What follows belongs to an exercise in optimizing a design on an open flow for small area; a production flow would make more cautious choices. In this exercise RTL edits were held to simulation tests only and were not proved equivalent to the original. The clock input has no modelled driver; a real chip could not lean on it and would need a root buffer or a full tree. Power is estimated from default activity; no workload was simulated.

==> flow/design.v <==
`default_nettype none
`default_nettype none
`default_nettype none
`default_nettype none
module Matrix_Calculator
    (input logic [7:0] data_in,
     input logic enter, sw,
     input logic [1:0] operation,
     input logic clk, rst,
     output logic [4:0] data_out,
     output logic finish, error,
     output logic [3:0] index);
    logic enter_d, sw_d;
    logic enter_pulse, switch_pulse;
    logic [4:0] c;
    logic done;
    logic accept, last;
    logic [1:0] op;
    logic invalid, mult, sub, step, elem;
    logic busy, first, ready, first_step, start;
    logic [1:0] k;
    always_ff @(posedge clk) begin
        enter_d <= enter;
        sw_d <= sw;
    end
    assign enter_pulse = enter & ~enter_d;
    assign switch_pulse = sw & ~sw_d;
    assign accept = enter_pulse & ~done & ~rst;
    assign last = accept & (&c[3:0]);
    always_ff @(posedge clk) begin
        if (accept)
            op <= operation;
    end
    assign invalid = ~op[1] & op[0];
    assign mult = ~op[1] & ~op[0];
    assign sub = op[1] & op[0];
    assign finish = done & ~invalid & ready;
    assign error = done & invalid;
    assign step = finish & switch_pulse;
    assign elem = step & c[0];
    always_ff @(posedge clk) begin
        if (rst) begin
            c <= 5'd0;
            done <= 1'b0;
        end else begin
            if (accept | step)
                c[3:0] <= c[3:0] + 4'd1;
            if (step & (&c[3:0]))
                c[4] <= ~c[4];
            if (last)
                done <= 1'b1;
        end
    end
    assign index = done ? c[4:1] : 4'd0;
    assign first_step = done & ~invalid & ~first & ~busy;
    assign start = last | first_step | elem;
    always_ff @(posedge clk) begin
        if (rst) begin
            busy <= 1'b0;
            k <= 2'd0;
            first <= 1'b0;
            ready <= 1'b0;
        end else begin
            if (start) begin
                busy <= 1'b1;
                k <= 2'd0;
            end else if (busy) begin
                k <= k + 2'd1;
                if (k == 2'd3)
                    busy <= 1'b0;
            end
            if (first_step)
                first <= 1'b1;
            ready <= first;
        end
    end
    logic [3:0] ce;
    assign ce = c[4:1] + {3'd0, first};
    logic rot_a;
    assign rot_a = elem & c[2] & ~c[1];
    logic [7:0] pa [0:3];     
    logic [7:0] qa [0:3];     
    logic en_pa, en_qa;
    assign en_pa = (accept & ~c[3] & ~c[0]) | rot_a;
    assign en_qa = (accept & ~c[3] & c[0]) | rot_a;
    always_ff @(posedge clk) begin
        if (en_pa) begin
            pa[0] <= done ? pa[3] : data_in;
            pa[1] <= pa[0];
            pa[2] <= pa[1];
            pa[3] <= pa[2];
        end
        if (en_qa) begin
            qa[0] <= done ? qa[3] : data_in;
            qa[1] <= qa[0];
            qa[2] <= qa[1];
            qa[3] <= qa[2];
        end
    end
    logic [3:0] lb [0:3][0:3];
    logic [3:0] tap;
    assign tap = lb[0][3];
    genvar gj;
    generate
        for (gj = 0; gj < 4; gj++) begin : blane
            logic en;
            logic [3:0] nib;
            assign nib = gj[0] ? data_in[3:0] : data_in[7:4];
            assign en = (accept & c[3] & (c[0] == gj[1])) | (done & busy);
            always_ff @(posedge clk) begin
                if (en) begin
                    lb[gj][0] <= done ? lb[(gj + 1) % 4][3] : nib;
                    lb[gj][1] <= lb[gj][0];
                    lb[gj][2] <= lb[gj][1];
                    lb[gj][3] <= lb[gj][2];
                end
            end
        end
    endgenerate
    logic [3:0] ak [0:3];
    assign ak[0] = pa[3][7:4];
    assign ak[1] = pa[3][3:0];
    assign ak[2] = qa[3][7:4];
    assign ak[3] = qa[3][3:0];
    logic [3:0] xa, mx, my;
    logic [1:0] d;
    logic add_b, add_a;
    assign xa = ak[mult ? k : ce[1:0]];
    assign d = k - ce[3:2];
    assign add_b = ~mult & (d == 2'd0);
    assign add_a = ~mult & (d == 2'd1);
    assign mx = {4{busy}} & (mult ? xa : add_a ? (xa ^ {4{sub}}) : {3'd0, add_b});
    assign my = (mult | add_b) ? tap : {3'd0, add_a};
    logic [9:0] acc_n, res_n, mac_n;
    logic pp1;
    logic pp2;
    logic pp3;
    logic pp4;
    logic pp5;
    logic pp6;
    logic pp7;
    logic pp8;
    logic pp9;
    logic pp10;
    logic pp11;
    logic pp12;
    logic pp13;
    logic pp14;
    logic pp15;
    logic pp16;
    logic s17;
    logic c18;
    logic s19;
    logic c20;
    logic s21;
    logic c22;
    logic s23;
    logic c24;
    logic s25;
    logic c26;
    logic s27;
    logic c28;
    logic s29;
    logic c30;
    logic s31;
    logic c32;
    logic s33;
    logic c34;
    logic s35;
    logic c36;
    logic s37;
    logic c38;
    logic s39;
    logic c40;
    logic s41;
    logic c42;
    logic s43;
    logic c44;
    logic s45;
    logic c46;
    logic s47;
    logic c48;
    logic s49;
    logic c50;
    logic s51;
    logic c52;
    logic s53;
    logic c54;
    logic s55;
    logic c56;
    logic s57;
    logic c58;
    logic s59;
    assign pp1 = ~(mx[0] & my[0]);
    assign pp2 = ~(mx[0] & my[1]);
    assign pp3 = ~(mx[0] & my[2]);
    assign pp4 = ~(mx[0] & my[3]);
    assign pp5 = ~(mx[1] & my[0]);
    assign pp6 = ~(mx[1] & my[1]);
    assign pp7 = ~(mx[1] & my[2]);
    assign pp8 = ~(mx[1] & my[3]);
    assign pp9 = ~(mx[2] & my[0]);
    assign pp10 = ~(mx[2] & my[1]);
    assign pp11 = ~(mx[2] & my[2]);
    assign pp12 = ~(mx[2] & my[3]);
    assign pp13 = ~(mx[3] & my[0]);
    assign pp14 = ~(mx[3] & my[1]);
    assign pp15 = ~(mx[3] & my[2]);
    assign pp16 = ~(mx[3] & my[3]);
    InvHalfAdder ha18 (.a(acc_n[0]), .b(pp1), .s(s17), .co(c18));
    FullAdder fa20 (.a(acc_n[1]), .b(pp2), .c(pp5), .s(s19), .co(c20));
    InvHalfAdder ha22 (.a(c18), .b(s19), .s(s21), .co(c22));
    FullAdder fa24 (.a(acc_n[2]), .b(pp3), .c(pp6), .s(s23), .co(c24));
    FullAdder fa26 (.a(pp9), .b(c20), .c(s23), .s(s25), .co(c26));
    InvHalfAdder ha28 (.a(c22), .b(s25), .s(s27), .co(c28));
    FullAdder fa30 (.a(acc_n[3]), .b(pp4), .c(pp7), .s(s29), .co(c30));
    FullAdder fa32 (.a(pp10), .b(pp13), .c(c24), .s(s31), .co(c32));
    FullAdder fa34 (.a(s29), .b(c26), .c(s31), .s(s33), .co(c34));
    InvHalfAdder ha36 (.a(c28), .b(s33), .s(s35), .co(c36));
    FullAdder fa38 (.a(acc_n[4]), .b(pp8), .c(pp11), .s(s37), .co(c38));
    FullAdder fa40 (.a(pp14), .b(c30), .c(s37), .s(s39), .co(c40));
    FullAdder fa42 (.a(c32), .b(s39), .c(c34), .s(s41), .co(c42));
    InvHalfAdder ha44 (.a(c36), .b(s41), .s(s43), .co(c44));
    FullAdder fa46 (.a(acc_n[5]), .b(pp12), .c(pp15), .s(s45), .co(c46));
    FullAdder fa48 (.a(c38), .b(s45), .c(c40), .s(s47), .co(c48));
    FullAdder fa50 (.a(s47), .b(c42), .c(c44), .s(s49), .co(c50));
    FullAdder fa52 (.a(acc_n[6]), .b(pp16), .c(c46), .s(s51), .co(c52));
    FullAdder fa54 (.a(s51), .b(c48), .c(c50), .s(s53), .co(c54));
    FullAdder fa56 (.a(acc_n[7]), .b(c52), .c(c54), .s(s55), .co(c56));
    InvHalfAdder ha58 (.a(acc_n[8]), .b(c56), .s(s57), .co(c58));
    assign s59 = ~(acc_n[9] ^ c58);
    assign mac_n = {s59, s57, s55, s53, s49, s43, s35, s27, s21, s17};
    always_ff @(posedge clk) begin
        acc_n <= start ? {5'h1f, ~(last ? &operation : sub), 4'hf} : mac_n;
        if (elem | first_step)
            res_n <= mac_n;
    end
    always_comb begin
        if (c[0])
            data_out = res_n[4:0] ^ {5{~sub}};
        else
            data_out = mult ? ~res_n[9:5] : 5'd0;
    end
endmodule
module FullAdder (input logic a, b, c, output logic s, co);
    assign s = a ^ b ^ c;
    assign co = (a & b) | (a & c) | (b & c);
endmodule
module InvHalfAdder (input logic a, b, output logic s, co);
    Xnor2 x (.a(a), .b(b), .y(s));
    assign co = a | b;
endmodule
module Xnor2 (input logic a, b, output logic y);
    assign y = ~(a ^ b);
endmodule
export LEC_CHECK = 0
export CAP_MARGIN = 20
export CORE_MARGIN = 2
export CORE_UTILIZATION = 45
export PLACE_DENSITY = 0.85
export SLEW_MARGIN = 20
export SYNTH_HIERARCHICAL = 1
export SYNTH_MINIMUM_KEEP_SIZE = 0
create_clock -name core_clock -period 10.0 [get_ports {clk}]
standard.sh (not shown) runs the stock make flow with config.mk's settings and CLKGATE_MAP_FILE= SYNTH_SCRIPT=/design/flow/synth_recipe.tcl, a recipe that flattens the netlist after the stock synthesis.
==> flow/flow/run.sh <==
#!/bin/bash
# The standard layout with two changes: port buffers are buf_1, and the clock
# tree is built by manual_cts.tcl (a balanced two-level tree of clkbuf
# cells) instead of TritonCTS. Each tool's full output goes to the ORFS logs
# under orfs/logs; make's own output goes to make.log here.
set -euo pipefail
cd "$(dirname "$0")/.."

bash standard.sh \
  "BUFFER_PORTS_ARGS=-buffer_cell sky130_fd_sc_hd__buf_1" \
  "PRE_CTS_TCL=$PWD/flow/manual_cts.tcl" \
  finish > make.log 2>&1
Other scripts of this flow, unchanged in this note and not shown: flow/flow/manual_cts.tcl
Change:
--- a/flow/design.v
+++ b/flow/design.v
@@ -128,11 +128,13 @@
     assign xa = ak[mult ? k : ce[1:0]];
     assign d = k - ce[3:2];
     assign add_b = ~mult & (d == 2'd0);
     assign add_a = ~mult & (d == 2'd1);
-    assign mx = {4{busy}} & (mult ? xa : add_a ? (xa ^ {4{sub}}) : {3'd0, add_b});
-    assign my = (mult | add_b) ? tap : {3'd0, add_a};
+    assign mx = {4{busy}} & ((mult | add_a) ? xa : {3'd0, add_b});
+    assign my = (mult | add_b) ? (tap ^ {4{sub}}) : {3'd0, add_a};
     logic [9:0] acc_n, res_n, mac_n;
+    logic sub_init;
+    assign sub_init = last ? &operation : sub;
     logic pp1;
     logic pp2;
     logic pp3;
     logic pp4;
@@ -230,15 +232,15 @@
     InvHalfAdder ha58 (.a(acc_n[8]), .b(c56), .s(s57), .co(c58));
     assign s59 = ~(acc_n[9] ^ c58);
     assign mac_n = {s59, s57, s55, s53, s49, s43, s35, s27, s21, s17};
     always_ff @(posedge clk) begin
-        acc_n <= start ? {5'h1f, ~(last ? &operation : sub), 4'hf} : mac_n;
+        acc_n <= start ? {5'h1f, ~sub_init, 3'h7, ~sub_init} : mac_n;
         if (elem | first_step)
             res_n <= mac_n;
     end
     always_comb begin
         if (c[0])
-            data_out = res_n[4:0] ^ {5{~sub}};
+            data_out = ~res_n[4:0];
         else
             data_out = mult ? ~res_n[9:5] : 5'd0;
     end
 endmodule
After rerunning:
- The changed run ran to the end with no violations
- global-route usage fell by 0.50 points
- wire length fell by 2.8%
- fmax fell by 3.3%
- die area fell by 0.84%
- worst hold slack improved by 19 ps
- flip-flop and latch count stays the same
- first-iteration DRC count fell by 25%
- power rose by 1.1%
- combinational power rose by 8.1%
- clock power rose by about 1%
In every run of this note, the design's own scripts or RTL, not TritonCTS, make the clock network.

[re-timing with driven ports]
In the flow no input, the clock included, has a driving cell. The finished layouts below were timed again as built, in two steps.
Step 1 assumes that a clkbuf_16 drives the clock port and a buf_2 every other input.
Step 2 adds t to the input delays and takes it off the output delays; t is the mean of the earliest and latest rising clock arrival at the registers after step 1. Input paths then give back, and output paths get back, about the clock's delay inside the block.
Slacks: ideal / step 1 / step 2; pairs: ideal / step 1.
run | t, ns | setup WS [ns] | hold WS [ns]
the first run | 0.434 | 3.721 / 3.721 / 3.721 | 0.379 / 0.379 / 0.379
the second run | 0.434 | 3.505 / 3.505 / 3.505 | 0.398 / 0.398 / 0.398
After both steps setup and hold are still met in every run listed.
